Background: an optimization exercise with open tools, aiming at small area. Do not read the settings as production practice. The RTL was checked by simulation tests, not by an equivalence proof against the original design. Power is estimated from default activity; no workload was simulated.

==> flow/design.v <==
module mux2x(in_a, in_b, select, out);
	parameter WIDTH = 8;
	input [WIDTH - 1:0] in_a, in_b;
	output reg [WIDTH - 1:0] out;
	input select;
	always @* begin
		if(select == 1) out = in_b;
		else out = in_a;
	end 
endmodule 
module uds_counter(up, down, set, in, out, clk);
	parameter WIDTH = 8;
	parameter MAX   = (1 << 8) - 1;
	input [WIDTH-1:0] in;
	input up, down, set, clk;
	output reg [WIDTH-1:0] out;
	wire [2:0] uds;
	assign uds = {up, down, set};
	always @(posedge clk) begin
		if(uds[0] == 1'b1)
			out <= in;
		else if((uds[2] == 1'b1) && (out < MAX))
			out <= out + 1;
		else if((uds[1] == 1'b1) && (out > 0))
			out <= out - 1;
		else
			out <= out;
	end 
endmodule  
module up_counter(en, clr, count, clk);
	parameter WIDTH = 8;
	parameter MAX = (1 << WIDTH) - 1;
	input en, clr, clk;
	output reg [WIDTH-1:0] count;
	always @(posedge clk) begin
		if(clr) begin
			count <= 0;
		end
		else if(en && (count < MAX)) begin
 			count <= count + 1;
		end
	end
endmodule
module shift_register(in, out, clk, en, clr); 
	parameter DEPTH = 9;  
	input in;
	output reg [DEPTH-1:0] out;
	input clk, en, clr;
	always @(posedge clk) begin
		if(clr == 1'b1) begin
			out <= 0;
		end 
		else if(en == 1'b1) begin
			out <= (out << 1);
			out[0] <= in;
		end
	end
endmodule
module i2c_listen(sda_glitched, sda_out, scl_glitched, sysclk, byte_ready, sop, eot, 
				   scl_posedge, sda_posedge, sda_negedge, reset);
	parameter I2C_WIDTH = 8 + 1; 
	input sda_glitched, scl_glitched, sysclk, reset;
	output reg [I2C_WIDTH-1:0] sda_out;
	wire sda_in, scl;
	assign scl = scl_glitched;
	assign sda_in = sda_glitched;
	output reg byte_ready, sop, eot;
	reg cnt_clr, cnt_en;
	reg shift_en;
	wire [7:0] count;
	wire [8:0] shift_out;
	up_counter counter(cnt_en, cnt_clr, count, sysclk);
	shift_register shift(sda_in, shift_out, sysclk,
						 shift_en, 1'b0);
	reg [2:0] state;
	parameter bus_init_wait = 0, wait_for_SOP = 1, SOP_caught = 2, sample_wait = 3, 
			  sampling = 4, end_of_byte = 5, EOT_caught = 6;
	reg prev_sda_0, prev_scl_0;
	output reg scl_posedge, sda_negedge, sda_posedge;
	always @(posedge sysclk) begin
		sda_posedge <= sda_in & ~(prev_sda_0);
		sda_negedge <= ~(sda_in) & ( prev_sda_0);
		scl_posedge <= scl & ~(prev_scl_0);
		prev_scl_0 <= scl;
		prev_sda_0 <= sda_in;
	end
	reg prev_sda_old, prev_scl_old;
	always @(posedge sysclk) begin
		if(reset) state <= bus_init_wait;
		else case(state)
			bus_init_wait: begin
				if((sda_in == 1'b1) && (scl == 1'b1)) state <= wait_for_SOP;
				else state <= bus_init_wait;
			end
			wait_for_SOP: begin
				if((sda_in == 1'b0) && (scl == 1'b1)) state <= SOP_caught;
				else state <= wait_for_SOP;
			end
			SOP_caught: state <= sample_wait;
			sample_wait: begin
				if ((scl == 1'b1) && sda_posedge) state <= EOT_caught;
				else if((scl == 1'b1) && sda_negedge) state <= SOP_caught;
				else if(scl_posedge) state <= sampling;
				else state <= sample_wait;
			end
			sampling: begin
				if(count == (I2C_WIDTH-1)) state <= end_of_byte;
				else state <= sample_wait;
			end
			end_of_byte: begin 
				sda_out <= shift_out;
				state <= sample_wait;
			end
			EOT_caught: state <= wait_for_SOP;
		endcase 
		prev_scl_old <= scl;
		prev_sda_old <= sda_in;
	end
	always @* begin
		if(state == end_of_byte) byte_ready = 1'b1;
		else byte_ready = 1'b0;
		if(state == sampling) cnt_en = 1'b1;
		else cnt_en = 1'b0;
		if(state == sampling) shift_en = 1'b1;
		else shift_en = 1'b0;
		if((state == SOP_caught) || (state == end_of_byte)) cnt_clr = 1'b1;
		else cnt_clr = 1'b0;
		if(state == SOP_caught) sop = 1'b1;
		else sop = 1'b0;
		if(state == EOT_caught) eot = 1'b1;
		else eot = 1'b0;	
	end
endmodule
module program_rom(instr_pt, instr, delay_num, delay_len);
	parameter prog_len = 14;
	parameter num_delays = 4;
	parameter DELAY = 2'b10;
	parameter DAC_UP = 2'b01;
	parameter I2C_CHK = 2'b00;
	parameter PRIV_BUS = 1'b1;
	parameter MAIN_BUS = 1'b0;
	parameter ACK = 1'b0;
	parameter NAK = 1'b1;
	input [7:0] instr_pt, delay_num;
	output reg [11:0] instr;
	output reg [31:0] delay_len; 
	always @* begin
		case(instr_pt)
			0:  instr = 12'b00_1_10000100_0;
			1:  instr = 12'b00_1_00000001_0;
			2:  instr = 12'b00_1_00001111_0;
			3:  instr = 12'b10_1_00000000_0;
			4:  instr = 12'b01_1_10001110_0;    
			5:  instr = {DELAY,   PRIV_BUS, 8'b00000101, ACK};
			6:  instr = {DAC_UP,  PRIV_BUS, 8'b01111011, ACK};
			7:  instr = {DELAY,   PRIV_BUS, 8'b00000011, ACK};
			8:  instr = {DAC_UP,  PRIV_BUS, 8'b10001110, ACK};
			default: instr = 0;
		endcase
		case(delay_num)
			0: delay_len = 32'h000000FA;
			1: delay_len = 32'h00000F42;
			2: delay_len = 32'h00000665;
			3: delay_len = 32'h00000080;
			4: delay_len = 32'h00000006;
			5: delay_len = 32'h00003B9A;
			default: delay_len = 0;
		endcase
	end
endmodule
module pmic_core(i2c_main, i2c_priv, priv_ready, main_ready, dac_out,
				 reset, clk, state, delay_count);
	input [8:0] i2c_main, i2c_priv;
	input reset, clk, main_ready, priv_ready;
	output reg [7:0] dac_out;
	reg depth_inc, depth_dec, depth_clr;
	wire [7:0] instr_pt;
	reg [7:0] parcel_start_pt;	  
	wire [7:0] parcel_depth;  
	uds_counter depth_count(depth_inc, depth_dec, depth_clr, 
							8'h00, parcel_depth, clk);
	reg [31:0] delay_len, delay_in;
	wire [31:0] delay_ref;
	reg [7:0]  delay_num;
	reg delay_en, delay_clr;
	output wire [31:0] delay_count;
	uds_counter #(32, (32'hFFFFFFFF)) delay_counter(delay_en, 1'b0, delay_clr, delay_in, delay_count, clk);
	reg [11:0] curr_instr, parcel_start_instr;
	wire [8:0] instr_data, curr_i2c_bus;
	wire [11:0] next_instr;
	wire bus_sel, dac_next, delay_next, i2c_ready;
	wire [7:0] counter_num;
	mux2x #(1) i2c_ready_mux(main_ready, priv_ready, bus_sel, i2c_ready);
	mux2x #(9) i2c_bus_mux(i2c_main, i2c_priv, bus_sel, curr_i2c_bus);
	program_rom prog(instr_pt, next_instr, delay_num, delay_ref);
	assign instr_data = curr_instr[8:0];
	assign bus_sel = curr_instr[9];
	assign dac_next = next_instr[10];
	assign delay_next = next_instr[11];
	assign instr_pt = parcel_start_pt + parcel_depth;
	parameter init = 0, load_instr = 1, i2c_wait = 2, i2c_check = 3;
	parameter dac_update = 4, delay = 5, prep_delay = 6, depth_clearing = 7;
	parameter new_parcel = 9, pointer_decrement = 10; 
	output reg [3:0] state;
	always @(posedge clk) begin 
		if(reset) state <= init;
		else case(state)
			init: begin
				parcel_start_pt <= 0;
				parcel_start_instr <= 0;
				curr_instr <= 0; 
				delay_len <= 0; 
				dac_out <= 8'h00;
				state <= new_parcel;
			end 
			pointer_decrement: begin
				state <= new_parcel; 
			end
			depth_clearing: state <= load_instr;
			new_parcel: begin
				parcel_start_pt <= instr_pt;
				parcel_start_instr <= next_instr; 
				state <= load_instr; 
			end
			load_instr: begin
				curr_instr <= parcel_start_instr;
				if(delay_next) state <= prep_delay;
				else if(dac_next) state <= dac_update;
				else state <= i2c_wait;
			end
			i2c_wait: begin
				if(i2c_ready) state <= i2c_check;
				else state <= i2c_wait;
			end
			i2c_check: begin
				if(curr_i2c_bus == instr_data) begin
					curr_instr <= next_instr; 
					if(dac_next) state <= dac_update;
					else if(delay_next) state <= prep_delay;
					else state <= i2c_wait;
				end
				else state <= depth_clearing;
			end
			dac_update: begin
				curr_instr <= next_instr;
				dac_out <= instr_data[8:1];
				if(delay_next) state <= prep_delay;
				else if(dac_next) state <= dac_update;
				else state <= pointer_decrement;
			end
			delay: begin
				if(delay_count > delay_len) begin 
					curr_instr <= next_instr;
					if(delay_next) state <= prep_delay;
					else if(dac_next) state <= dac_update;
					else state <= pointer_decrement;
				end
				else state <= delay;
			end
			prep_delay: begin
				state <= delay; 
				delay_len <= delay_ref; 
			end 
		endcase
	end 
	always @* begin 
		if((state == init) || (state == depth_clearing) || 
		   (state == new_parcel)) depth_clr = 1;
		else depth_clr = 0;
		if(state == init) delay_in = 32'hFFFFFFFF;
		else delay_in = 0;
		if((state == i2c_check) || (state == dac_update) || 
		  ((state == delay) && (delay_count > delay_len)) || 
		   (state == load_instr)) 
			depth_inc = 1;
		else depth_inc = 0;
		if(state == pointer_decrement) depth_dec = 1;
		else depth_dec = 0;
		if(state == prep_delay) delay_num = instr_data[8:1];
		else delay_num = 0;
		if(state == delay) delay_en = 1;
		else delay_en = 0;
		if(state == delay) delay_clr = 0;
		else delay_clr = 1;
	end
endmodule  
module glitchhammer(clk, reset, priv_scl, priv_sda, main_scl, main_sda,
					dac_level, pulldown_trans);
	input clk, reset;
	input priv_scl, priv_sda, main_scl, main_sda;
	output [7:0] dac_level;
	output reg pulldown_trans;
	wire [3:0] state;
	wire [31:0] delay_count;
	always @* begin
		if(dac_level == 8'b00000000) pulldown_trans = 1;
		else pulldown_trans = 0;
	end
	wire [8:0] priv_sda_dec, main_sda_dec;
	wire priv_ready, main_ready, priv_sop, priv_eot, main_sop, main_eot;
	wire priv_scl_posedge, priv_sda_posedge, priv_sda_negedge;
	wire main_scl_posedge, main_sda_posedge, main_sda_negedge;
	pmic_core core(main_sda_dec, priv_sda_dec, priv_ready, main_ready, dac_level, reset, clk, state, delay_count);
	i2c_listen sniff_priv(priv_sda, priv_sda_dec, priv_scl, clk, priv_ready, priv_sop, priv_eot,
						  priv_scl_posedge, priv_sda_posedge, priv_sda_negedge, reset);
	i2c_listen sniff_main(main_sda, main_sda_dec, main_scl, clk, main_ready, main_sop, main_eot,
						  main_scl_posedge, main_sda_posedge, main_sda_negedge, reset);
endmodule
==> flow/run.sh <==
#!/bin/bash
# synth_recipe.tcl (not shown) runs the flow's synth.tcl, then flattens the netlist and writes it again
# the make line also repeats each setting of config.mk as NAME=value (left out here)
make -C /OpenROAD-flow-scripts/flow DESIGN_CONFIG=/design/flow/config.mk WORK_HOME=/design/flow/orfs CLKGATE_MAP_FILE= SYNTH_SCRIPT=/design/flow/synth_recipe.tcl finish
==> flow/config.mk <==
export PLATFORM = sky130hd
export DESIGN_NAME = glitchhammer
export DESIGN_NICKNAME = glitchhammer
export VERILOG_FILES = /design/flow/design.v
export SDC_FILE = /design/flow/constraint.sdc
export NUM_CORES = 4
export LEC_CHECK = 0
export CAP_MARGIN = 20
export CORE_MARGIN = 2
export CORE_UTILIZATION = 40
export SLEW_MARGIN = 20
==> flow/constraint.sdc <==
create_clock -name core_clock -period 5.0 [get_ports {clk}]
set_input_delay 1.0000 -clock core_clock [delete_from_list [all_inputs] [get_ports {clk}]]
set_output_delay 1.0000 -clock core_clock [all_outputs]
set_load 0.01 [all_outputs]
==> results of run 1 <==
-- through the flow --
| step | instance area, µm² | power [mW] | hold WS (ns) | std cells | util (%) |
|---|---|---|---|---|---|
| floorplan | 7780 | 3.27 | 0.367 | 743 | - |
| global placement | 8220 | 3.67 | 0.376 | 1008 | 42.7 |
| detailed placement | 8220 | 3.73 | 0.381 | 1008 | 42.7 |
| CTS | 8810 | 5.01 | 0.392 | 1040 | 45.7 |
| global route | 8810 | 5.33 | 0.397 | 1040 | 45.7 |
| finish | 8810 | 4.98 | 0.386 | 1040 | 45.7 |
-- where the power goes --
group	switching, mW	internal [mW]
sequential	0.331	1.72
combinational	0.974	0.695
clock	0.538	0.730
total	1.84	3.14
-- layer usage --
metal  share of wire [%]  vias up  track usage, %
li1                    -     2768               -
met1                  49     2665            21.1
met2                  47       80            25.0
met3                 2.7       22            3.33
met4                 1.3        0            4.80
met5                   0        -               0
-- sequential cells by signal, summed over array words and instances (netlist names), 4 cells and up --
signal,cells
core.delay_counter.out,32
core.delay_len,11
sniff_main.sda_out,9
sniff_main.shift.out,9
sniff_priv.sda_out,9
sniff_priv.shift.out,9
core.depth_count.out,8
core.parcel_start_pt,8
sniff_main.counter.count,8
sniff_priv.counter.count,8
core.curr_instr,7
core.parcel_start_instr,7
core.dac_out,6
core.state,4
-- Yosys cell counts (all sizes together) (3+ instances only) --
master | n | area share, %
or2 | 4 | 0.32
a21oi | 39 | 2.5
nor4 | 9 | 0.92
nor3b | 7 | 0.68
nand2b | 10 | 0.80
dfxtp | 44 | 11
clkbuf | 16 | 0.77
buf | 4 | 0.29
ha | 38 | 6.1
nand2 | 60 | 2.9
nor3 | 21 | 1.4
and3 | 14 | 1.1
xor2 | 34 | 3.8
nand4 | 17 | 1.4
nor2 | 75 | 3.6
o21a | 6 | 0.58
o21bai | 3 | 0.29
nand3 | 26 | 1.7
inv | 26 | 1.3
a221o | 3 | 0.39
and4 | 6 | 0.68
nor2b | 13 | 1.0
o21ai | 59 | 3.8
a32oi | 3 | 0.34
edfxtp | 107 | 41
mux2 | 3 | 0.43
a21o | 8 | 0.77
and2 | 12 | 0.96
or3 | 4 | 0.32
a211oi | 5 | 0.48
a211o | 3 | 0.34
mux2i | 5 | 0.64
xnor2 | 26 | 2.9
a31oi | 6 | 0.48
-- layout make-up --
| cell class | count | share of cell area, % |
|---|---|---|
| flip-flops and latches | 151 | 46.5 |
| well taps | 265 | 3.76 |
| inverters | 26 | 1.11 |
| multi-input cells | 546 | 39.9 |
| repair buffers | 20 | 2.10 |
| clock buffers | 19 | 5.16 |
| clock inverters | 13 | 1.51 |
-- kinds of logic (layout without fill, tap and decap cells) --
group           Yosys count  count (layout)  synth area share, %
flops                   151             151                 52.6
buf+inv                  46              78                 2.32
fa+ha+maj                40              40                 6.62
mux                       8               8                 1.08
simple gates            283             283                 18.4
xor+xnor                 60              60                 6.75
compound gates          155             155                 12.3
-- how the worst min path moves through the flow --
stage / slack [ns] / cells past startpoint / end / startpoint
after floorplan: 0.37 / 1 / sniff_main.scl_posedge / sniff_main.prev_scl_0
after global placement: 0.38 / 1 / sniff_priv.scl_posedge / sniff_priv.prev_scl_0
after detailed placement: 0.38 / 1 / sniff_main.scl_posedge / sniff_main.prev_scl_0
after CTS: 0.39 / 1 / sniff_main.scl_posedge / sniff_main.prev_scl_0
after global routing: 0.40 / 1 / sniff_main.scl_posedge / sniff_main.prev_scl_0
final: 0.39 / 1 / sniff_main.scl_posedge / sniff_main.prev_scl_0
==> impl_metrics.toml, run 1 <==
[status]
status = "no timing/DRC/antenna violations"

[setup_path]
reg2reg_to = "core.depth_count.out[7]"
r2r_cells = 15
crit_path_start_kind = "flip-flop"
crit_cells = 15
worstPathArrival_ns = 4.74
startpoint = "core.delay_counter.out[9]"
rrSetupSlack_ns = 0.56
crit_top_cell = "ha_1"
crit_slowest_cell = "edfxtp_1"
cp-end-kind = "flip-flop"
critical_path_class = "reg2reg"
crit_path_max_fanout = 7
rr_startpoint = "core.delay_counter.out[9]"
cp_slowest_stage_delay_ns = 0.48
endpoint = "core.depth_count.out[7]"
crit_buf_inv = 1
required_ns = 5.30
path_cells = "ha_1 -> a21o_1 -> a2111o_1 -> a2111oi_0 -> a31oi_1 -> and2_1 -> o21ai_0 -> buf_4 -> ha_1 -> a211oi_1 -> nor2_1 -> o41ai_1 -> mux2i_1 -> nand3_1 -> nor3b_1"
path_delay_family = "compound AO/OA/AOI/OAI gates"

[power]
vdd_ir_drop_max_mv = 0.258
leakagePower_nw = 3.22
power_density_mw_per_mm2 = 566

[final_layout]
drive_above_1_share_pct = 6.19
layout_commonest_cell = "edfxtp_1"
antenna_cells = 0
multi_input_area_mm2 = 0.00351
layout.nets = 808
register_area_mm2 = 0.00409
syn_to_final_growth_pct = 13.2
final_cell_mix = "edfxtp_1, nor2_1, nand2_1"
fillers = 1829

[sta]
skew_ns = 0.0156
rsz0062_at_grt = "false"
hold_viol = 0
worst_pin_slew_ns = 1.04
fmax_mhz = 225
finalCritPeriodShare_pct = 88.7
period_minus_slack_ns = 4.44
setup_tns_ns = 0
fin_ws_ns = 0.563
setup_viol = 0
maxSlewViolCount = 0
slew_headroom_pct = 30.0

[routing]
num_vias = 5535
dr.pass1.iters = 5
drc_errors = 0
drt_iter0_drc = 313
avgRoutedWirePerCell_um = 14.8
vias_per_cell = 5.32
wl_um = 15400
ant_nets = 0

[global_route]
grt_start_max_net_pins = 34
gr-usage-all-layers_pct = 15.6
antenna_found_initial = 0
grt_pass1_wl_um = 25400
grt-ovfl-total = 0
grt_pass1_vias = 5273

[synthesis]
syn_nets = 789
ys_ff_latch = 151
synth-seq-area-share_pct = 52.6
yosys.cell_types.count = 58
synth-warning-count = 10
synth-edff-count = 107
async_reset_ff_share_pct = 0
avgSynthCellArea_um2 = 10.5
synthCells = 743
synth_flop_cell = "edfxtp_1"
syn-cell-area_mm2 = 0.00778

[floorplan]
core_area_mm2 = 0.0193
pin_count = 15
fp.dieH_um = 143
rows = 51
dieWidth_um = 143
die_area_mm2 = 0.0206
initial_utilization_pct = 40.4

[clock_network]
cts_htree_levels = 4
cts_sinks = 151
clock_path_buffers = 2
cts_hold_buf = 0
clk_pin_slew_ns = 0.07
cts_tree = "built"
clock_latency_ns = 0.43
numCtsBuffers = 17
root_buffer = "clkbuf_16"
cts_setup_buffers = 0
post_cts_resize_count = 0

[place]
place_congestion = 0.853
place_ws_ns = 0.589
hpwl_um = 10800
port_buffers = 14

[flow_run]
cap_violations = 0

[min_path]
hp-class = "reg2reg"
==> run 2: changes to the inputs <==
==> flow/design.v (replaced) <==
module gh_listen(clk, reset, scl, sda, rdy, n, fsda, sample);
	input clk, reset, scl, sda;
	output rdy;        
	output fsda;       
	output sample;     
	reg ps, ps2, pd, pd2;
	always @(posedge clk) begin
		ps <= scl; ps2 <= ps;
		pd <= sda; pd2 <= pd;
	end
	wire scl_pe = ps & ~ps2;
	wire sda_pe = pd & ~pd2;
	wire sda_ne = ~pd & pd2;
	localparam IW = 3'd0, WS = 3'd1, SC = 3'd2, SW = 3'd3, SA = 3'd4,
	           EB = 3'd5, EC = 3'd6;
	reg [2:0] st;
	output reg [3:0] n;  
	always @(posedge clk) begin
		if (reset) st <= IW;
		else case (st)
			IW: if (sda & scl) st <= WS;
			WS: if (~sda & scl) st <= SC;
			SC: st <= SW;
			SW: begin
				if (scl & sda_pe) st <= EC;
				else if (scl & sda_ne) st <= SC;
				else if (scl_pe) st <= SA;
			end
			SA: if (n == 4'd8) st <= EB; else st <= SW;
			EB: st <= SW;
			EC: st <= WS;
			default: st <= st;
		endcase
		if (st == SC || st == EB) n <= 4'd0;
		else if (st == SA) n <= n + 4'd1;
	end
	assign rdy = (st == EB);
	assign sample = (st == SA);
	assign fsda = sda;
endmodule
module glitchhammer(clk, reset, priv_scl, priv_sda, main_scl, main_sda,
					dac_level, pulldown_trans);
	input clk, reset;
	input priv_scl, priv_sda, main_scl, main_sda;
	output [7:0] dac_level;
	output pulldown_trans;
	reg a, b;
	assign dac_level = {a, b, b, b, a | b, a, a | b, b};
	assign pulldown_trans = ~(a | b);
	wire p_rdy, p_sample, m_rdy, m_sample, p_sda, m_sda;
	wire [3:0] pn, mn;
	gh_listen lp(clk, reset, priv_scl, priv_sda, p_rdy, pn, p_sda, p_sample);
	gh_listen lm(clk, reset, main_scl, main_sda, m_rdy, mn, m_sda, m_sample);
	reg f0, f1, f2;
	wire p_n0 = (pn == 4'd0);
	wire m_n0 = (mn == 4'd0);
	wire t0 = (pn == 4'd0) | (pn == 4'd5);
	wire t1 = (pn == 4'd7);
	wire t2 = (pn >= 4'd4) & (pn <= 4'd7);
	always @(posedge clk) if (p_sample) begin
		f0 <= (p_n0 | f0) & (p_sda == t0);
		f1 <= (p_n0 | f1) & (p_sda == t1);
		f2 <= (p_n0 | f2) & (p_sda == t2);
	end
	reg z;
	always @(posedge clk) if (m_sample) z <= (m_n0 | z) & ~m_sda;
	localparam INIT = 3'd0, NP = 3'd1, LI = 3'd2, W = 3'd3, C = 3'd4,
	           DC = 3'd5, CH = 3'd6;
	reg [2:0] st;
	reg ph;
	reg [13:0] cnt;
	wire priv = cnt[8];
	wire rdy = priv ? p_rdy : m_rdy;
	wire match = priv ? (cnt[1] ? f2 : cnt[0] ? f1 : f0) : z;
	always @(posedge clk) begin
		if (reset) st <= INIT;
		else case (st)
			INIT: begin a <= 1'b0; b <= 1'b0; ph <= 1'b0; st <= NP; end
			NP: st <= LI;
			LI: begin cnt <= ph ? 14'd9 : 14'd256; st <= W; end
			W: if (rdy) st <= C;
			C: if (match) begin
					cnt <= cnt + 14'd1;
					st <= (cnt == 14'd258) ? CH : W;
				end else st <= DC;
			DC: st <= LI;
			CH: begin
				if (cnt == 14'd512) begin a <= 1'b1; b <= 1'b0; end
				if (cnt == 14'd15774) begin a <= 1'b0; b <= 1'b1; end
				if (cnt == 14'd15906) begin a <= 1'b1; b <= 1'b0; end
				if (cnt == 14'd15909) begin st <= W; cnt <= 14'd9; ph <= 1'b1; end
				else if (!(ph && cnt == 14'd15907)) cnt <= cnt + 14'd1;
			end
			default: st <= st;
		endcase
	end
endmodule
--- a/flow/config.mk
+++ b/flow/config.mk
@@ -9,3 +9,6 @@
 export CORE_MARGIN = 2
 export CORE_UTILIZATION = 40
+export CTS_BUF_LIST = sky130_fd_sc_hd__clkbuf_8
+export CTS_CLUSTER_DIAMETER = 100
+export CTS_CLUSTER_SIZE = 50
 export SLEW_MARGIN = 20
==> run 2 against run 1 <==
Still clean. Die area shrank 64%. Via count fell by 63%. Non-clock buffer count down 5. Worst hold slack got worse by 0.014 ns. Routed wire length fell by 67%. Synthesized cell count shrank 60%. Critical endpoint is now pulldown_trans.
==> impl_metrics.toml, run 2 <==
[final_layout]
fin_util_pct = 45.4
register_area_mm2 = 0.00113
syn_to_final_growth_pct = 9.04
final_cell_mix = "nor2_1, nand2_1, dfxtp_1"
finish.instance_area_mm2 = 0.00290
top_regs = "cnt (14), lm.n (4), lp.n (4)"
layout.nets = 314
registers.top_by_ff_count = "cnt"
largest_reg_flops = 14
antenna_cells = 0
layout_commonest_cell = "nor2_1"
fillers = 617
drive_above_1_share_pct = 6.67
multi_input_area_mm2 = 0.00135

[place]
place_congestion = 0.848
port_buffers = 14
place_ws_ns = 2.34
postPlaceCellArea_mm2 = 0.00279
hpwl_um = 3590

[synthesis]
avgSynthCellArea_um2 = 8.92
yosysTopAreaCellShare_pct = 23.7
yosys.cell_types.count = 53
async_reset_ff_share_pct = 0
synth_most_common_cell = "nor2_1"
synth_flop_cell = "dfxtp_1"
synth-edff-count = 21
synth.top_cells.by_count = "nor2_1, nand2_1, dfxtp_1, a21oi_1, edfxtp_1"
synthCells = 298
syn_nets = 313
post-synth-top-area-cell = "edfxtp_1"
synth-seq-area-share_pct = 42.6
synth-warning-count = 2
ys_ff_latch = 46
yosys-top-cells-area = "edfxtp_1, dfxtp_1, a21oi_1"
syn-cell-area_mm2 = 0.00266

[clock_network]
cts_hold_buf = 0
clk_pin_slew_ns = 0.08
cts_setup_buffers = 0
cts_tree = "built"
root_buffer = "clkbuf_8"
numCtsBuffers = 5
clock_path_buffers = 2
cts_htree_levels = 2
clock_latency_ns = 0.30
cts_sinks = 46
post_cts_resize_count = 0

[sta]
fin_ws_ns = 2.37
hold_viol = 0
finalCritPeriodShare_pct = 52.7
worst_pin_slew_ns = 0.614
setup_viol = 0
period_minus_slack_ns = 2.63
rsz0062_at_grt = "false"
maxSlewViolCount = 0
skew_ns = 0.00911
fmax_mhz = 380
slew_headroom_pct = 58.8
whs_ns = 0.371
setup_tns_ns = 0

[setup_path]
r2r_cells = 5
cp-end-kind = "output pin"
crit_buf_inv = 2
crit_path_max_fanout = 5
crit_cells = 3
path_cells = "or2_2 -> inv_1 -> clkdlybuf4s50_1"
required_ns = 4.00
crit_slowest_cell = "clkdlybuf4s50_1"
critical_path_class = "reg2out"
cp_slowest_stage_delay_ns = 0.52
worstPathArrival_ns = 1.63
crit_path_start_kind = "flip-flop"
path_delay_family = "buffers and inverters"

[power]
power_density_mw_per_mm2 = 272
swShare_pct = 24.3
clock_power_share_pct = 35.0
leakagePower_nw = 1.00
combPwrFrac_pct = 10.0
p_int_mw = 0.596
p_sw_mw = 0.191
p_seq_share_pct = 55.1
vdd_ir_drop_max_mv = 0.168

[global_route]
antenna_found_initial = 0
grt_pass1_vias = 1835
grt_start_max_net_pins = 19
gr-usage-all-layers_pct = 14.8
grt_pass1_wl_um = 8640
grt-ovfl-total = 0

[floorplan]
initial_utilization_pct = 41.6
rows = 29
dieWidth_um = 85.5
core_area_mm2 = 0.00639
pin_count = 15
die_area_mm2 = 0.00731
fp.dieH_um = 85.5

[routing]
vias_per_cell = 5.38
num_vias = 2027
dr.pass1.iters = 4
avgRoutedWirePerCell_um = 13.7
ant_nets = 0
drc_errors = 0
drt_iter0_drc = 78
wl_um = 5150

[flow_run]
cap_violations = 0

[status]
status = "no timing/DRC/antenna violations"

[min_path]
worst_hold_path.num_cells = 0
hp-class = "reg2reg"
## run 2: cell types whose count changed in the layout (fill, tap and decap cells not counted), moves of 18 or more
cell       previous run  this run
clkbuf_16            18         0
ha_1                 38         9
xnor2_1              26         6
o21ai_0              58        11
xor2_1               34        11
dfxtp_1              44        25
nor2_1               75        32
edfxtp_1            107        21
nand2_1              59        29
## run 2: path summary, 6_finish.rpt
check             startpoint             end  slack, ns
setup / recovery           b  pulldown_trans       2.37
setup reg to reg      cnt[8]          cnt[8]       2.66
hold reg to reg        lp.ps          lp.ps2       0.37
hold / removal         lp.ps          lp.ps2       0.37
## run 2: per-layer routing
metal	global-route usage [%]	wire length (µm)	part of all wire, %	vias to the layer above
met2	22.4	2230	43	34
met1	20.7	2710	53	931
met5	0	0	0	-
met4	4.33	36	0.70	0
met3	4.04	168	3.3	2
li1	-	-	-	1060
## run 2: area by class of cell
class	instances	share of cell area [%]
Clock inverter	3	1.38
Timing Repair Buffer	15	5.10
Tap cell	77	3.32
Sequential cell	46	39.0
Clock buffer	5	2.37
Multi-Input combinational cell	214	46.6
Inverter	17	2.20
## run 2: power by group through the flow
stage	logic, mW	clock network, mW	registers, mW
2_1_floorplan	0.0654	0	0.431
3_3_place_gp	0.0768	0	0.442
3_5_place_dp	0.0780	0	0.442
4_1_cts	0.0786	0.285	0.433
5_1_grt	0.0878	0.301	0.437
6_report	0.0783	0.275	0.433
## run 2: logic make-up (layout without fill, tap and decap cells)
kind of cell               Yosys count  after routing  synth area share, %
AOI/OAI and AO/OA                   66             66                 15.9
xor gates and xnor gates            17             17                 5.60
adders and majority gates            9              9                 4.24
buffers and inverters               38             40                 6.87
DFF                                 46             46                 42.6
muxes                                2              2                0.753
and+or+nand+nor                    120            120                 24.1
## run 2: worst register-to-register path: stages, from the launching register on
cell	delay, ns
edfxtp_1	0.52
or4_4	0.60
nor4_2	0.38
nand2_1	0.09
nand2_1	0.32
o22ai_1	0.16
## run 2: stage by stage
| stage | power [mW] | instances |
|---|---|---|
| after global placement | 0.519 | 369 |
| after global routing | 0.826 | 377 |
| after detailed placement | 0.520 | 369 |
| final | 0.787 | 377 |
| after CTS | 0.797 | 377 |
| after floorplan | 0.496 | 298 |
==> run 3: changes to the inputs <==
--- a/flow/config.mk
+++ b/flow/config.mk
@@ -9,6 +9,3 @@
 export CORE_MARGIN = 2
 export CORE_UTILIZATION = 40
-export CTS_BUF_LIST = sky130_fd_sc_hd__clkbuf_8
-export CTS_CLUSTER_DIAMETER = 100
-export CTS_CLUSTER_SIZE = 50
 export SLEW_MARGIN = 20
==> run 3 against run 2 <==
Sequential cell count stayed put. Critical endpoint unchanged. Sequential share of layout area is 0.068 points higher. Final area fell by 0.17%. Clock power shrank 7%. Clock skew increased by 0.0019 ns. Sequential power barely moved. Routed wire length shrank 0.31%. Total power down 2.5%. Critical path depth did not move.
==> impl_metrics.toml, run 3 <==
[status]
status = "no timing/DRC/antenna violations"

[floorplan]
initial_utilization_pct = 41.6
core_area_mm2 = 0.00639
dieWidth_um = 85.5
pin_count = 15
die_area_mm2 = 0.00731
rows = 29
fp.dieH_um = 85.5

[setup_path]
critical_path_class = "reg2out"
cp_slowest_stage_delay_ns = 0.52
rrSetupSlack_ns = 2.66
reg2reg_to = "cnt[8]"
crit_slowest_cell = "clkdlybuf4s50_1"
crit_path_max_fanout = 5
cp-end-kind = "output pin"
required_ns = 4.00
worstPathArrival_ns = 1.63
rr_startpoint = "cnt[8]"
path_delay_family = "buffers and inverters"
crit_path_start_kind = "flip-flop"
r2r_cells = 5
path_cells = "or2_2 -> inv_1 -> clkdlybuf4s50_1"
crit_buf_inv = 2

[clock_network]
numCtsBuffers = 5
post_cts_resize_count = 0
clock_latency_ns = 0.30
clock_path_buffers = 2
root_buffer = "clkbuf_8"
clk_pin_slew_ns = 0.08
cts_htree_levels = 2
cts_setup_buffers = 0
cts_sinks = 46
cts_tree = "built"
cts_hold_buf = 0

[synthesis]
avgSynthCellArea_um2 = 8.92
ys_ff_latch = 46
yosys-top-cells-area = "edfxtp_1, dfxtp_1, a21oi_1"
synthCells = 298
synth-edff-count = 21
syn-cell-area_mm2 = 0.00266
synth_most_common_cell = "nor2_1"
post-synth-top-area-cell = "edfxtp_1"
synth_flop_cell = "dfxtp_1"
yosysTopAreaCellShare_pct = 23.7
synth-seq-area-share_pct = 42.6
async_reset_ff_share_pct = 0
synth.top_cells.by_count = "nor2_1, nand2_1, dfxtp_1, a21oi_1, edfxtp_1"
yosys.cell_types.count = 53
syn_nets = 313
synth-warning-count = 2

[routing]
drc_errors = 0
drt_iter0_drc = 80
dr.pass1.iters = 4
wl_um = 5140
ant_nets = 0
avgRoutedWirePerCell_um = 13.6
num_vias = 2020
vias_per_cell = 5.36

[global_route]
grt_pass1_wl_um = 8640
gr-usage-all-layers_pct = 14.8
grt_pass1_vias = 1835
grt-ovfl-total = 0
grt_start_max_net_pins = 19
antenna_found_initial = 0

[min_path]
worstHoldStart = "lp.ps"
hp-class = "reg2reg"
worst_hold_path.num_cells = 0
worstHoldEndpoint = "lp.ps2"

[flow_run]
cap_violations = 0

[sta]
worst_pin_slew_ns = 0.615
finalCritPeriodShare_pct = 52.7
setup_viol = 0
slew_headroom_pct = 58.7
hold_viol = 0
period_minus_slack_ns = 2.63
rsz0062_at_grt = "false"
setup_tns_ns = 0
fin_ws_ns = 2.37
fmax_mhz = 380
maxSlewViolCount = 0
skew_ns = 0.0110

[place]
place_ws_ns = 2.34
postPlaceCellArea_mm2 = 0.00279
dp_cells = 369
port_buffers = 14
hpwl_um = 3590
place_congestion = 0.848

[final_layout]
drive_above_1_share_pct = 6.67
registers.top_by_ff_count = "cnt"
top_regs = "cnt (14), lm.n (4), lp.n (4)"
largest_reg_flops = 14
fillers = 617
layout.nets = 314
finish.instance_area_mm2 = 0.00289
syn_to_final_growth_pct = 8.85
layout_commonest_cell = "nor2_1"
final_cell_mix = "nor2_1, nand2_1, dfxtp_1"
antenna_cells = 0
final_cells = 377

[power]
vdd_ir_drop_max_mv = 0.168
power_density_mw_per_mm2 = 265
leakagePower_nw = 1.00
## run 3: cell counts after synthesis
No cell type changed its count.
## run 3: per-layer routing
layer,GRT usage [%],vias to the layer above,wire length [µm]
li1,-,1060,-
met1,20.7,923,2730
met2,22.4,35,2210
met3,4.04,2,158
met4,4.33,0,36
met5,0,-,0
## run 3: layout make-up
cell class                      instances  area, µm²  share of cell area, %
Clock inverter                          2       10.0                  0.346
Multi-Input combinational cell        214       1350                   46.7
Sequential cell                        46       1130                   39.1
Tap cell                               77       96.3                   3.33
Clock buffer                            6       93.8                   3.24
Inverter                               17       63.8                   2.21
Timing Repair Buffer                   15        148                   5.10
## run 3: worst max path at each step
stage / from / end / slack [ns] / depth (start not counted)
3_5_place_dp: reset / a / 2.34 / 3
4_1_cts: b / pulldown_trans / 2.34 / 3
2_1_floorplan: reset / cnt[0] / 1.05 / 2
6_report: b / pulldown_trans / 2.37 / 3
3_3_place_gp: reset / a / 2.37 / 3
5_1_grt: b / pulldown_trans / 2.28 / 3
## run 3: power by group
part	internal, mW	switching [mW]
combinational	0.0391	0.0392
clock	0.127	0.128
sequential	0.410	0.0240
total	0.576	0.192
## run 3: per-stage QoR
stage | utilization [%] | total power [mW] | hold slack [ns]
after floorplan | - | 0.496 | 0.351
after global placement | 43.7 | 0.519 | 0.358
after detailed placement | 43.7 | 0.520 | 0.361
after CTS | 45.3 | 0.778 | 0.373
after global routing | 45.3 | 0.806 | 0.382
final | 45.3 | 0.767 | 0.371
## run 3: cell families after synthesis
| family | share of synthesized area [%] |
|---|---|
| buffers and inverters | 6.87 |
| AOI/OAI and AO/OA | 15.9 |
| DFF | 42.6 |
| adders and majority gates | 4.24 |
| and+or+nand+nor | 24.1 |
| muxes | 0.753 |
| xor gates and xnor gates | 5.60 |
## run 3: worst reg2reg max path, delay by kind of cell, from the launching register on
kind	cells	cell delay, ns
compound gates	1	0.16
flops	1	0.53
simple gates	4	1.39
==> run 4: changes to the inputs <==
==> flow/design.v (replaced) <==
module gh_listen(clk, reset, scl, sda, rdy, first, sample, n);
	input clk, reset, scl, sda;
	output rdy;        
	output first;      
	output sample;     
	reg ps, ps2, pd, pd2;
	always @(posedge clk) begin
		ps <= scl; ps2 <= ps;
		pd <= sda; pd2 <= pd;
	end
	wire scl_pe = ps & ~ps2;
	wire sda_pe = pd & ~pd2;
	wire sda_ne = ~pd & pd2;
	reg s;
	output reg [3:0] n;
	wire wait_s = ~s & (n <= 4'd8);
	always @(posedge clk) begin
		if (reset) begin s <= 1'b0; n <= 4'd12; end
		else if (s) begin
			s <= (n == 4'd8);
			n <= (n == 4'd9) ? 4'd0 : n + 4'd1;
		end else if (wait_s) begin
			if (scl & sda_pe) n <= 4'd14;
			else if (scl & sda_ne) begin s <= 1'b1; n <= 4'd15; end
			else if (scl_pe) s <= 1'b1;
		end else if (n == 4'd12) begin
			if (sda & scl) n <= 4'd13;
		end else if (n == 4'd13) begin
			if (~sda & scl) begin s <= 1'b1; n <= 4'd15; end
		end else n <= 4'd13;
	end
	assign rdy = s & (n == 4'd9);
	assign sample = s & (n <= 4'd8);
	assign first = s & (n == 4'd0);
endmodule
module glitchhammer(clk, reset, priv_scl, priv_sda, main_scl, main_sda,
					dac_level, pulldown_trans);
	input clk, reset;
	input priv_scl, priv_sda, main_scl, main_sda;
	output [7:0] dac_level;
	output pulldown_trans;
	reg nz, b;
	wire a = nz & ~b;
	assign dac_level = {a, b, b, b, nz, a, nz, b};
	assign pulldown_trans = ~nz;
	wire p_rdy, p_first, p_sample, m_rdy, m_first, m_sample;
	wire [3:0] pn, mn;
	gh_listen lp(clk, reset, priv_scl, priv_sda, p_rdy, p_first, p_sample, pn);
	gh_listen lm(clk, reset, main_scl, main_sda, m_rdy, m_first, m_sample, mn);
	reg f0, f1, f2;
	wire t0 = (pn == 4'd0) | (pn == 4'd5);
	wire t1 = (pn == 4'd7);
	wire t2 = (pn >= 4'd4) & (pn <= 4'd7);
	always @(posedge clk) if (p_sample) begin
		f0 <= (p_first | f0) & (priv_sda == t0);
		f1 <= (p_first | f1) & (priv_sda == t1);
		f2 <= (p_first | f2) & (priv_sda == t2);
	end
	reg z;
	always @(posedge clk) if (m_sample) z <= (m_first | z) & ~main_sda;
	localparam INIT = 3'd0, DC = 3'd1, LI = 3'd2, W = 3'd3, C = 3'd4,
	           CH1 = 3'd5, CH2 = 3'd6;
	reg [2:0] st;
	reg ph;
	reg [13:0] cnt;
	wire priv = cnt[8];
	wire rdy = priv ? p_rdy : m_rdy;
	wire match = priv ? (cnt[1] ? f2 : cnt[0] ? f1 : f0) : z;
	wire d0 = |cnt[13:9];
	wire d1 = &{cnt[13:10], cnt[8:7], cnt[4:1]};
	wire d2 = cnt[7] & (cnt[2] | (cnt[1] & cnt[0]));
	wire fin = cnt[7] & cnt[2];
	always @(posedge clk) begin
		if (reset) st <= INIT;
		else case (st)
			INIT: begin nz <= 1'b0; b <= 1'b0; ph <= 1'b0; st <= DC; end
			DC: st <= LI;
			LI: begin cnt <= ph ? 14'd9 : 14'd256; st <= W; end
			W: if (rdy) st <= C;
			C: if (match) begin
					cnt <= cnt + 14'd1;
					if (priv & cnt[1]) st <= CH1; else st <= W;
				end else st <= DC;
			CH1: begin
				if (d0) nz <= 1'b1;
				if (d1) begin b <= 1'b1; st <= CH2; cnt <= 14'd0; end
				else cnt <= cnt + 14'd1;
			end
			CH2: begin
				if (d2) b <= 1'b0;
				if (fin) begin
					if (!ph) begin ph <= 1'b1; st <= DC; end
				end else cnt <= cnt + 14'd1;
			end
			default: st <= st;
		endcase
	end
endmodule
==> run 4 against run 3 <==
Still clean on timing, DRC and antenna. Core utilization shrank 0.55 points. Count of clock-buffer cells in the layout is the same. Cell count shrank 6.9%. Critical path type is now in2reg. Largest power group unchanged.
==> impl_metrics.toml, run 4 <==
[synthesis]
yosys.cell_types.count = 51
synthXorXnorAreaFrac_pct = 5.41
ys_ff_latch = 42
synth_compound_area_share_pct = 19.2
synth_simple_gate_area_share_pct = 22.3
async_reset_ff_share_pct = 0
synthAdderAreaFrac_pct = 1.03
yosysTopAreaCellShare_pct = 26.0
synth_top_family_by_area = "simple AND/OR/NAND/NOR gates"
syn_nets = 289
avgSynthCellArea_um2 = 8.65
syn-cell-area_mm2 = 0.00243
synth.top_cells.by_count = "nor2_1, dfxtp_1, edfxtp_1, nand2_1, a21oi_1"
synth-seq-area-share_pct = 43.3
yosys-top-cells-area = "edfxtp_1, dfxtp_1, nor2_1"
synth-edff-count = 21
post-synth-top-area-cell = "edfxtp_1"
synth-warning-count = 2
synthCells = 281
synth_flop_cell = "edfxtp_1"
synthMuxAreaShare_pct = 0.875
synth_most_common_cell = "nor2_1"

[global_route]
gr-usage-all-layers_pct = 14.7
antenna_found_initial = 0
grt-ovfl-total = 0
grt_start_max_net_pins = 20
grt_pass1_vias = 1628
grt_pass1_wl_um = 7730

[clock_network]
cts_hold_buf = 0
post_cts_resize_count = 0
clock_latency_ns = 0.30
cts_htree_levels = 2
cts_setup_buffers = 0
cts_tree = "built"
numCtsBuffers = 5
root_buffer = "clkbuf_8"
clk_pin_slew_ns = 0.09
cts_sinks = 42
clock_path_buffers = 2

[final_layout]
top_regs = "cnt (14), lm.n (4), lp.n (4)"
layout.nets = 283
registers.top_by_ff_count = "cnt"
layout_commonest_cell = "nor2_1"
drive_above_1_share_pct = 5.43
syn_to_final_growth_pct = 8.39
largest_reg_flops = 14
final_cell_mix = "nor2_1, nand2_1, edfxtp_1, dfxtp_1, a21oi_1"
final_cells = 351
antenna_cells = 0

[sta]
slew_headroom_pct = 53.2
skew_ns = 0.00619
finalCritPeriodShare_pct = 51.1
setup_viol = 0
rsz0062_at_grt = "false"
setup_tns_ns = 0
hold_viol = 0
maxSlewViolCount = 0
fin_ws_ns = 2.44
period_minus_slack_ns = 2.56
worst_pin_slew_ns = 0.701
fmax_mhz = 391

[setup_path]
crit_path_max_fanout = 18
cp_slowest_stage_delay_ns = 0.75
required_ns = 4.93
crit_buf_inv = 1
cp-end-kind = "flip-flop"
crit_slowest_cell = "clkdlybuf4s50_1"
path_cells = "clkdlybuf4s50_1 -> nor2_2"
critical_path_class = "in2reg"
worstPathArrival_ns = 2.49
path_delay_family = "buffers and inverters"
crit_path_start_kind = "primary input"

[power]
p_seq_share_pct = 54.2
power_density_mw_per_mm2 = 301
swShare_pct = 28.9
vdd_ir_drop_max_mv = 0.120
leakagePower_nw = 0.896
clock_power_share_pct = 32.1
combPwrFrac_pct = 13.6
p_int_mw = 0.564
p_sw_mw = 0.229

[place]
dp_cells = 343
place_congestion = 0.786
port_buffers = 14
place_ws_ns = 1.82
hpwl_um = 3210

[floorplan]
initial_utilization_pct = 41.3
die_area_mm2 = 0.00671
dieWidth_um = 81.9
rows = 28
fp.dieH_um = 81.9
pin_count = 15
core_area_mm2 = 0.00589

[routing]
drc_errors = 0
wl_um = 4670
num_vias = 1929
vias_per_cell = 5.50
ant_nets = 0
avgRoutedWirePerCell_um = 13.3
dr.pass1.iters = 4
drt_iter0_drc = 117

[min_path]
hp-class = "reg2reg"

[flow_run]
cap_violations = 0

[status]
status = "no timing/DRC/antenna violations"
## run 4: cell count changes after synthesis, moves of 4 or more
cell      delta
ha_1         -7
buf_2        +4
nand2_1      -8
o211ai_1     +4
nor4_1       +4
a21oi_1      -6
dfxtp_1      -4
nand3b_1     -4
## run 4: path summary, 6_finish.rpt
| check | startpoint | to | cells after the start | slack, ns |
|---|---|---|---|---|
| worst max register to register | cnt[1] | cnt[12] | 6 | 2.91 |
| worst max-delay path | reset | cnt[11] | 2 | 2.44 |
| worst min-delay path | lm.ps | lm.ps2 | 0 | 0.35 |
| worst min register to register | lm.ps | lm.ps2 | 0 | 0.35 |
## run 4: layout make-up
cell class                 count  area [µm²]
fill                         585        3250
multi-input combinational    199        1190
sequential                    42        1050
timing repair buffer          14         140
clock buffer                   6        93.8
tap                           75        93.8
inverter                      13        48.8
clock inverter                 2        13.8
## run 4: kinds of logic after synthesis
family | after synthesis
flip-flops | 42
adder cells (fa/ha/maj) | 2
AND/OR/NAND/NOR | 108
AO/OA/AOI/OAI | 72
XOR/XNOR | 15
multiplexers | 2
buffers and inverters | 40
## run 4: per-stage QoR
stage / hold slack, ns / cell area, µm² / total power, mW / utilization [%]
CTS: 0.355 / 2630 / 0.799 / 44.6
finish: 0.351 / 2630 / 0.793 / 44.7
detailed placement: 0.336 / 2520 / 0.545 / 42.8
floorplan: 0.324 / 2430 / 0.517 / -
global placement: 0.330 / 2520 / 0.543 / 42.8
global route: 0.366 / 2630 / 0.836 / 44.7
## run 4: layer usage
metal  track usage (%)  up-vias  wire (µm)
met5                 0        -          0
met1              21.0      901       2430
met3              3.63        5        163
li1                  -      995          -
met2              22.0       28       2030
met4              4.17        0         53
## run 4: power groups by stage
stage	registers, mW	clock network [mW]	logic (mW)
global route	0.436	0.278	0.122
global placement	0.437	0	0.106
finish	0.430	0.255	0.108
CTS	0.430	0.262	0.108
detailed placement	0.437	0	0.107
floorplan	0.403	0	0.113
==> run 5: changes to the inputs <==
==> flow/flow/run.sh (new file) <==
#!/bin/bash
# Layout flow: the standard flow, with the combinational logic of the standard
# synthesis re-mapped by ABC for area (every register cell is kept as the
# standard synthesis made it), minimum-size port buffers and a smaller clock tree.
set -euo pipefail
W=$(pwd)
F=$W/flow
R=$W/orfs/results/$FLOW_PLATFORM/glitchhammer/base
LIB=$FLOW_HOME/platforms/sky130hd/lib/sky130_fd_sc_hd__tt_025C_1v80.lib

# 1. the standard synthesis
bash standard.sh synth > $W/synth.log 2>&1

# 2. area re-mapping of the combinational logic
cp $R/1_2_yosys.v $W/std_1_2_yosys.v
SEQ=$(grep -oE "sky130_fd_sc_hd__\w+" $W/std_1_2_yosys.v | sort -u | grep -E "__(e?s?df|dl|sdf|edf)" | tr '\n' ' ')
cat > $W/remap.ys <<EOY
read_liberty -ignore_miss_func $LIB
read_verilog $W/std_1_2_yosys.v
hierarchy -top $FLOW_TOP
setattr -mod -set keep_hierarchy 1 $SEQ
flatten
opt -purge
abc -liberty $LIB -dont_use *probe* -dont_use *lpflow* -script $F/area.abc
opt_clean -purge
hilomap -singleton -hicell sky130_fd_sc_hd__conb_1 HI -locell sky130_fd_sc_hd__conb_1 LO
opt_clean -purge
splitnets
opt_clean -purge
stat -liberty $LIB
select $FLOW_TOP
write_verilog -noattr -nohex -nodec -selected $W/remap_all.v
EOY
yosys -s $W/remap.ys > $W/remap.log 2>&1
awk -v top="$FLOW_TOP" '$0 ~ "^module "top"\\(" {p=1} p {print} /^endmodule/ {if (p) exit}' $W/remap_all.v > $W/remap.v
# use it only if it keeps exactly the standard synthesis's registers
if diff <(grep -E "^\s*sky130_fd_sc_hd__(e?s?df|dl|sdf|edf)" $W/std_1_2_yosys.v | sort) \
        <(grep -E "^\s*sky130_fd_sc_hd__(e?s?df|dl|sdf|edf)" $W/remap.v | sort) > $W/remap_regs.diff; then
  cp $W/remap.v $R/1_2_yosys.v
  rm -f $R/1_synth.odb
else
  echo "remap changed the registers; keeping the standard netlist" >> $W/remap.log
fi

# 3. the rest of the standard flow
bash standard.sh \
  BUFFER_PORTS_ARGS="-buffer_cell sky130_fd_sc_hd__buf_1" \
  CTS_ARGS="-sink_clustering_enable -repair_clock_nets -dont_use_dummy_load -sink_clustering_size 60 -sink_clustering_max_diameter 300 -buf_list sky130_fd_sc_hd__clkbuf_8 -root_buf sky130_fd_sc_hd__clkbuf_8" \
  finish > $W/layout.log 2>&1
==> flow/flow/area.abc (new file) <==
&get -n
&st
&dch -f
&nf -a -R 1000
&put
==> flow/standard.sh (new file) <==
#!/bin/bash
# synth_recipe.tcl (not shown) runs the flow's synth.tcl, then flattens the netlist and writes it again
# the make line also repeats each setting of config.mk as NAME=value (left out here)
make -C /OpenROAD-flow-scripts/flow DESIGN_CONFIG=/design/flow/config.mk WORK_HOME=/design/flow/orfs CLKGATE_MAP_FILE= SYNTH_SCRIPT=/design/flow/synth_recipe.tcl "${@:-finish}"
removed: flow/run.sh
==> run 5 against run 4 <==
Still clean. Synthesized cell count is 16% lower. Via count is 6.3% lower. Sequential share of layout area is 5.5 points higher. Clock power is 25% lower. Largest cell class is now sequential cells. Largest power group unchanged. Highest routed layer unchanged.
==> impl_metrics.toml, run 5 <==
[setup_path]
crit_path_start_kind = "flip-flop"
r2r_cells = 8
reg2reg_to = "cnt[13]"
rrSetupSlack_ns = 2.46
rr_startpoint = "cnt[0]"
cp-end-kind = "flip-flop"
required_ns = 5.02
worstPathArrival_ns = 2.55
crit_path_max_fanout = 5
critical_path_class = "reg2reg"

[final_layout]
antenna_cells = 0
layout_commonest_cell = "nor2_1"
syn_to_final_growth_pct = 10.3
largest_reg_flops = 14
final_cells = 327
top_regs = "cnt (14), lm.n (4), lp.n (4)"
final_cell_mix = "nor2_1, nand2_1, a21oi_1"
registers.top_by_ff_count = "cnt"
drive_above_1_share_pct = 2.33
fin_util_pct = 45.6
layout.nets = 265

[global_route]
gr-usage-all-layers_pct = 14.9
grt_start_max_net_pins = 20
antenna_found_initial = 0
grt_pass1_wl_um = 7100
grt_pass1_vias = 1552
grt-ovfl-total = 0

[floorplan]
fp.dieH_um = 76.5
pin_count = 15
rows = 26
core_area_mm2 = 0.00507
die_area_mm2 = 0.00584
initial_utilization_pct = 41.4
dieWidth_um = 76.5

[routing]
vias_per_cell = 5.53
drc_errors = 0
avgRoutedWirePerCell_um = 13.0
dr.pass1.iters = 4
num_vias = 1807
wl_um = 4240
ant_nets = 0
drt_iter0_drc = 112

[place]
hpwl_um = 2960
port_buffers = 14
dp_cells = 322
place_congestion = 0.776

[min_path]
hp-class = "reg2reg"
worst_hold_path.num_cells = 0
worstHoldEndpoint = "lp.ps2"
worstHoldStart = "lp.ps"

[power]
power_density_mw_per_mm2 = 279
leakagePower_nw = 0.789
finalPower_mw = 0.646
vdd_ir_drop_max_mv = 0.144

[sta]
hold_viol = 0
whs_ns = 0.354
rsz0062_at_grt = "false"
setup_tns_ns = 0
period_minus_slack_ns = 2.54
setup_viol = 0
maxSlewViolCount = 0
fmax_mhz = 394
worst_pin_slew_ns = 0.886
skew_ns = 0.0194
finalCritPeriodShare_pct = 50.7
slew_headroom_pct = 41.0

[clock_network]
post_cts_resize_count = 0
cts_sinks = 42
clock_path_buffers = 2
numCtsBuffers = 5
cts_tree = "built"
clock_latency_ns = 0.30
clk_pin_slew_ns = 0.07
cts_setup_buffers = 0
cts_hold_buf = 0
root_buffer = "clkbuf_8"
cts_htree_levels = 2

[synthesis]
syn_nets = 243
syn-cell-area_mm2 = 0.00210
synthCells = 237
avgSynthCellArea_um2 = 8.86
synth-warning-count = 2

[status]
status = "no timing/DRC/antenna violations"

[flow_run]
cap_violations = 0
run 5: layout make-up:
type                            instances  area, µm²
Clock buffer                            5       68.8
Sequential cell                        42       1050
Inverter                               10       37.5
Fill cell                             507       2760
Tap cell                               70       87.6
Timing Repair Buffer                   15       60.1
Multi-Input combinational cell        185       1010
run 5: critical path: stages (launching register included):
cell and delay (ns):
edfxtp_1 0.42, and2_0 0.29, and3_1 0.27, and3_1 0.25, and3_1 0.25, and3_1 0.24, nor2b_1 0.31, and3_1 0.20
nor3_1 0.04
run 5: per-layer routing:
metal	vias up	track usage, %	part of all wire [%]
li1	922	-	-
met1	845	20.6	51
met2	34	22.1	44
met3	6	3.91	3.9
met4	0	6.00	1.7
met5	-	0	0
run 5: worst max-delay path by stage:
stage	endpoint	from	slack, ns	depth (start not counted)
floorplan	cnt[0]	st[2]	2.66	4
global route	cnt[12]	cnt[0]	2.24	8
CTS	cnt[13]	cnt[0]	2.49	8
finish	cnt[13]	cnt[0]	2.46	8
global placement	lp.n[0]	priv_sda	2.60	7
detailed placement	cnt[13]	cnt[0]	2.49	8
run 5: power by group:
group | switching, mW | internal (mW)
logic | 0.0313 | 0.0236
registers | 0.0246 | 0.374
clock network | 0.102 | 0.0900
total | 0.158 | 0.488
run 5: metrics by stage:
stage	instance area (µm²)	setup slack, ns
final	2320	2.46
after floorplan	2100	2.66
after global placement	2250	2.60
after detailed placement	2250	2.49
after CTS	2320	2.49
after global routing	2320	2.24
==> run 6: changes to the inputs <==
==> flow/design.v (replaced) <==
module gh_listen(clk, reset, scl, sda, rdy, first, sample, n);
	input clk, reset, scl, sda;
	output rdy;        
	output first;      
	output sample;     
	reg ps, ps2, pd, pd2;
	always @(posedge clk) begin
		ps <= scl; ps2 <= ps;
		pd <= sda; pd2 <= pd;
	end
	wire scl_pe = ps & ~ps2;
	wire sda_pe = pd & ~pd2;
	wire sda_ne = ~pd & pd2;
	reg s;
	output reg [3:0] n;
	wire wait_s = ~s & (~n[3] | (n[2:0] == 3'd0));
	always @(posedge clk) begin
		if (reset) begin s <= 1'b0; n <= 4'd14; end
		else if (s) begin
			s <= 1'b0;
			n <= n + 4'd1;
		end else if (wait_s) begin
			if (scl & sda_pe) n <= 4'd13;
			else if (scl & sda_ne) begin s <= 1'b1; n <= 4'd15; end
			else if (scl_pe) s <= 1'b1;
		end else if (n == 4'd9) n <= 4'd0;
		else if (n == 4'd14) begin
			if (sda & scl) n <= 4'd12;
		end else if (n == 4'd12) begin
			if (~sda & scl) begin s <= 1'b1; n <= 4'd15; end
		end else n <= 4'd12;
	end
	assign rdy = ~s & (n == 4'd9);
	assign sample = s & ~(n == 4'd15);
	assign first = s & (n == 4'd0);
endmodule
module glitchhammer(clk, reset, priv_scl, priv_sda, main_scl, main_sda,
					dac_level, pulldown_trans);
	input clk, reset;
	input priv_scl, priv_sda, main_scl, main_sda;
	output [7:0] dac_level;
	output pulldown_trans;
	reg nz, b;
	wire a = nz & ~b;
	assign dac_level = {a, b, b, b, nz, a, nz, b};
	assign pulldown_trans = ~nz;
	wire p_rdy, p_first, p_sample, m_rdy, m_first, m_sample;
	wire [3:0] pn, mn;
	gh_listen lp(clk, reset, priv_scl, priv_sda, p_rdy, p_first, p_sample, pn);
	gh_listen lm(clk, reset, main_scl, main_sda, m_rdy, m_first, m_sample, mn);
	reg [1:0] m;
	wire pe = (m == 2'd0) ? (pn == 4'd5) :
	          (m == 2'd1) ? (pn == 4'd7) : (pn[3:2] == 2'b01);
	always @(posedge clk) if (p_sample) begin
		if (p_first) m <= {1'b0, ~priv_sda};
		else if (m == 2'd1 && pn == 4'd4 && priv_sda) m <= 2'd2;
		else if (priv_sda != pe) m <= 2'd3;
	end
	reg z;
	always @(posedge clk) if (m_sample) z <= (m_first | z) & ~main_sda;
	localparam INIT = 3'd0, DC = 3'd1, LI = 3'd2, W = 3'd3, C = 3'd4,
	           CH1 = 3'd5, CH2 = 3'd6;
	reg [2:0] st;
	reg ph;
	reg [13:0] cnt;
	wire priv = cnt[8];
	wire rdy = priv ? p_rdy : m_rdy;
	wire match = priv ? (m == cnt[1:0]) : z;
	wire d0 = |cnt[13:9];
	wire d1 = &{cnt[13:10], cnt[8:7], cnt[4:1]};
	wire d2 = cnt[7] & (cnt[2] | (cnt[1] & cnt[0]));
	wire fin = cnt[7] & cnt[2];
	wire s_init = (st == INIT), s_dc = (st == DC), s_li = (st == LI),
	     s_w = (st == W), s_c = (st == C), s_ch1 = (st == CH1), s_ch2 = (st == CH2);
	always @(posedge clk) begin
		if (reset) st <= INIT;
		else case (st)
			INIT: st <= DC;
			DC: st <= LI;
			LI: st <= W;
			W: if (rdy) st <= C;
			C: if (!match) st <= DC;
			   else if (priv & cnt[1]) st <= CH1;
			   else st <= W;
			CH1: if (d1) st <= CH2;
			CH2: if (fin & ~ph) st <= DC;
			default: st <= INIT;
		endcase
	end
	wire inc = ~s_w & ~(s_ch2 & fin);
	always @(posedge clk)
		cnt <= s_li ? (ph ? 14'd9 : 14'd256) :
		       (s_ch1 & d1) ? 14'd0 : cnt + {13'd0, inc};
	always @(posedge clk) begin
		nz <= (~reset & s_ch1 & d0) | (nz & (reset | ~s_init));
		b <= (~reset & s_ch1 & d1) | (b & (reset | ~(s_init | (s_ch2 & d2))));
		ph <= ~s_init & (ph | (s_ch2 & fin));
	end
endmodule
==> run 6 against run 5 <==
Routed wire length decreased by 12%. Count of clock-buffer cells in the layout unchanged. Worst setup slack got worse by 0.15 ns. Global-route usage increased by 0.46 points. Maximum frequency decreased by 5.7%. Largest cell class is now multi-input gates. Synthesized cell count decreased by 4.2%. Core utilization decreased by 0.78 points. Still clean. Sequential cell count decreased by 1.
==> impl_metrics.toml, run 6 <==
[routing]
dr.pass1.iters = 4
drc_errors = 0
wl_um = 3720
drt_iter0_drc = 78
vias_per_cell = 5.53
num_vias = 1660
avgRoutedWirePerCell_um = 12.4
ant_nets = 0

[power]
p_int_mw = 0.598
combPwrFrac_pct = 28.9
power_density_mw_per_mm2 = 450
swShare_pct = 36.4
p_sw_mw = 0.343
vdd_ir_drop_max_mv = 0.321
p_seq_share_pct = 50.7
clock_power_share_pct = 20.3
leakagePower_nw = 0.718
finalPower_mw = 0.941

[global_route]
gr-usage-met2_pct = 24.6
grt_start_max_net_pins = 19
gr-usage-all-layers_pct = 15.3
antenna_found_initial = 0
busiest_layer = "met2"
grt_pass1_vias = 1530
grt_pass1_wl_um = 6540
met3_usage_pct = 3.73
grt-ovfl-total = 0
grt.met1_usage_pct = 20.3

[place]
port_buffers = 14
hpwl_um = 2680
place_ws_ns = 2.32
place_congestion = 0.823
dp_cells = 295
postPlaceCellArea_mm2 = 0.00202

[final_layout]
antenna_cells = 0
layout_commonest_cell = "dfxtp_1"
fin_util_pct = 44.9
finish.instance_area_mm2 = 0.00209
drive_above_1_share_pct = 2.03
final_cells = 300
layout.nets = 254
syn_to_final_growth_pct = 9.93
fillers = 468
registers.top_by_ff_count = "cnt"
final_cell_mix = "dfxtp_1, nor2_1, a21oi_1"
top_regs = "cnt (14), lm.n (4), lp.n (4)"
largest_reg_flops = 14

[floorplan]
die_area_mm2 = 0.00532
pin_count = 15
fp.dieH_um = 73.0
dieWidth_um = 73.0
rows = 25
initial_utilization_pct = 40.8
core_area_mm2 = 0.00466

[setup_path]
crit_path_start_kind = "flip-flop"
worstPathArrival_ns = 2.86
rr_startpoint = "st[1]"
crit_path_max_fanout = 13
required_ns = 5.17
r2r_cells = 11
critical_path_class = "reg2reg"
startpoint = "st[1]"
cp-end-kind = "flip-flop"
rrSetupSlack_ns = 2.31
reg2reg_to = "cnt[12]"

[sta]
hold_viol = 0
slew_headroom_pct = 51.1
finalCritPeriodShare_pct = 53.8
fin_ws_ns = 2.31
rsz0062_at_grt = "false"
fmax_mhz = 372
skew_ns = 0.0151
setup_tns_ns = 0
maxSlewViolCount = 0
setup_viol = 0
whs_ns = 0.343
worst_pin_slew_ns = 0.734
period_minus_slack_ns = 2.69

[clock_network]
cts_tree = "built"
root_buffer = "clkbuf_8"
cts_hold_buf = 0
post_cts_resize_count = 0
clock_latency_ns = 0.29
cts_setup_buffers = 0
clk_pin_slew_ns = 0.08
cts_htree_levels = 2
cts_sinks = 41
numCtsBuffers = 5
clock_path_buffers = 2

[synthesis]
synthCells = 227
syn-cell-area_mm2 = 0.00190
syn_nets = 233
synth-warning-count = 2
avgSynthCellArea_um2 = 8.38

[min_path]
worstHoldEndpoint = "lm.ps2"
worstHoldStart = "lm.ps"
hp-class = "reg2reg"
worst_hold_path.num_cells = 0

[flow_run]
cap_violations = 0

[status]
status = "no timing/DRC/antenna violations"
==> run 6: worst max-delay path by stage <==
stage | endpoint | depth (start not counted) | slack (ns)
floorplan | cnt[12] | 11 | 2.58
global placement | cnt[12] | 11 | 2.40
detailed placement | cnt[12] | 11 | 2.32
CTS | cnt[12] | 11 | 2.30
global route | cnt[12] | 11 | 2.04
finish | cnt[12] | 11 | 2.31
==> run 6: power groups by stage <==
stage / combinational [mW] / sequential [mW] / clock [mW]
2_1_floorplan: 0.225 / 0.460 / 0
3_3_place_gp: 0.271 / 0.486 / 0
3_5_place_dp: 0.271 / 0.486 / 0
4_1_cts: 0.273 / 0.477 / 0.201
5_1_grt: 0.313 / 0.490 / 0.212
6_report: 0.272 / 0.477 / 0.191
==> run 6: layout make-up <==
| cell class | count | area [µm²] | share of cell area (%) |
|---|---|---|---|
| Clock buffer | 5 | 68.8 | 3.29 |
| Multi-Input combinational cell | 182 | 1040 | 49.6 |
| Tap cell | 54 | 67.6 | 3.23 |
| Inverter | 4 | 15.0 | 0.718 |
| Sequential cell | 41 | 851 | 40.7 |
| Timing Repair Buffer | 14 | 52.6 | 2.51 |
==> run 6: layer usage <==
metal / vias up / wire, µm
met3: 7 / 73
li1: 896 / -
met4: 0 / 45
met5: - / 0
met1: 748 / 1900
met2: 9 / 1700
==> run 6: worst max-delay path, cell delays in order (launching register included) <==
cell	delay (ns)
dfxtp_1	0.56
nor2b_1	0.30
nand2_1	0.09
nor2_1	0.14
a21oi_1	0.09
and3_1	0.26
and3_1	0.22
and3_1	0.26
and3_1	0.23
and2_0	0.21
a21oi_1	0.15
nor3_1	0.06

afterwards: timing with drivers on the ports:
Ports are ideal in the flow. The routed layouts listed here were re-timed in OpenROAD. Step 1, drivers: a clkbuf_16 drives clk and a buf_2 each remaining input, both assumed. Step 2, shift: input delay + t, output delay - t, t = (earliest + latest rising clock arrival at the registers) / 2. This alone moves slack from input paths to output paths. Slacks: ideal ports / drivers / drivers and shift; pairs: ideal ports / drivers.
| run | t (ns) | setup WS [ns] | worst hold slack (ns) | worst register clock-pin slew, ns | cell pins on the clock port's net |
|---|---|---|---|---|---|
| run 1 | 0.463 | 0.563 / 0.563 / 0.563 | 0.386 / 0.386 / 0.386 | 0.07 / 0.07 | 1 |
| run 2 | 0.324 | 2.367 / 2.336 / 2.337 | 0.371 / 0.371 / 0.371 | 0.09 / 0.09 | 1 |
| run 3 | 0.325 | 2.367 / 2.337 / 2.330 | 0.371 / 0.371 / 0.371 | 0.09 / 0.09 | 1 |
| run 4 | 0.323 | 2.444 / 2.447 / 2.125 | 0.351 / 0.351 / 0.351 | 0.09 / 0.09 | 1 |
| run 5 | 0.316 | 2.463 / 2.463 / 2.463 | 0.354 / 0.354 / 0.354 | 0.08 / 0.08 | 1 |
| run 6 | 0.309 | 2.309 / 2.309 / 2.309 | 0.343 / 0.343 / 0.343 | 0.08 / 0.08 | 1 |
After both steps every run listed still meets setup and hold. For run 4, which loses most, drivers alone change the setup slack by +0.003 ns; drivers and shift together by -0.319 ns.
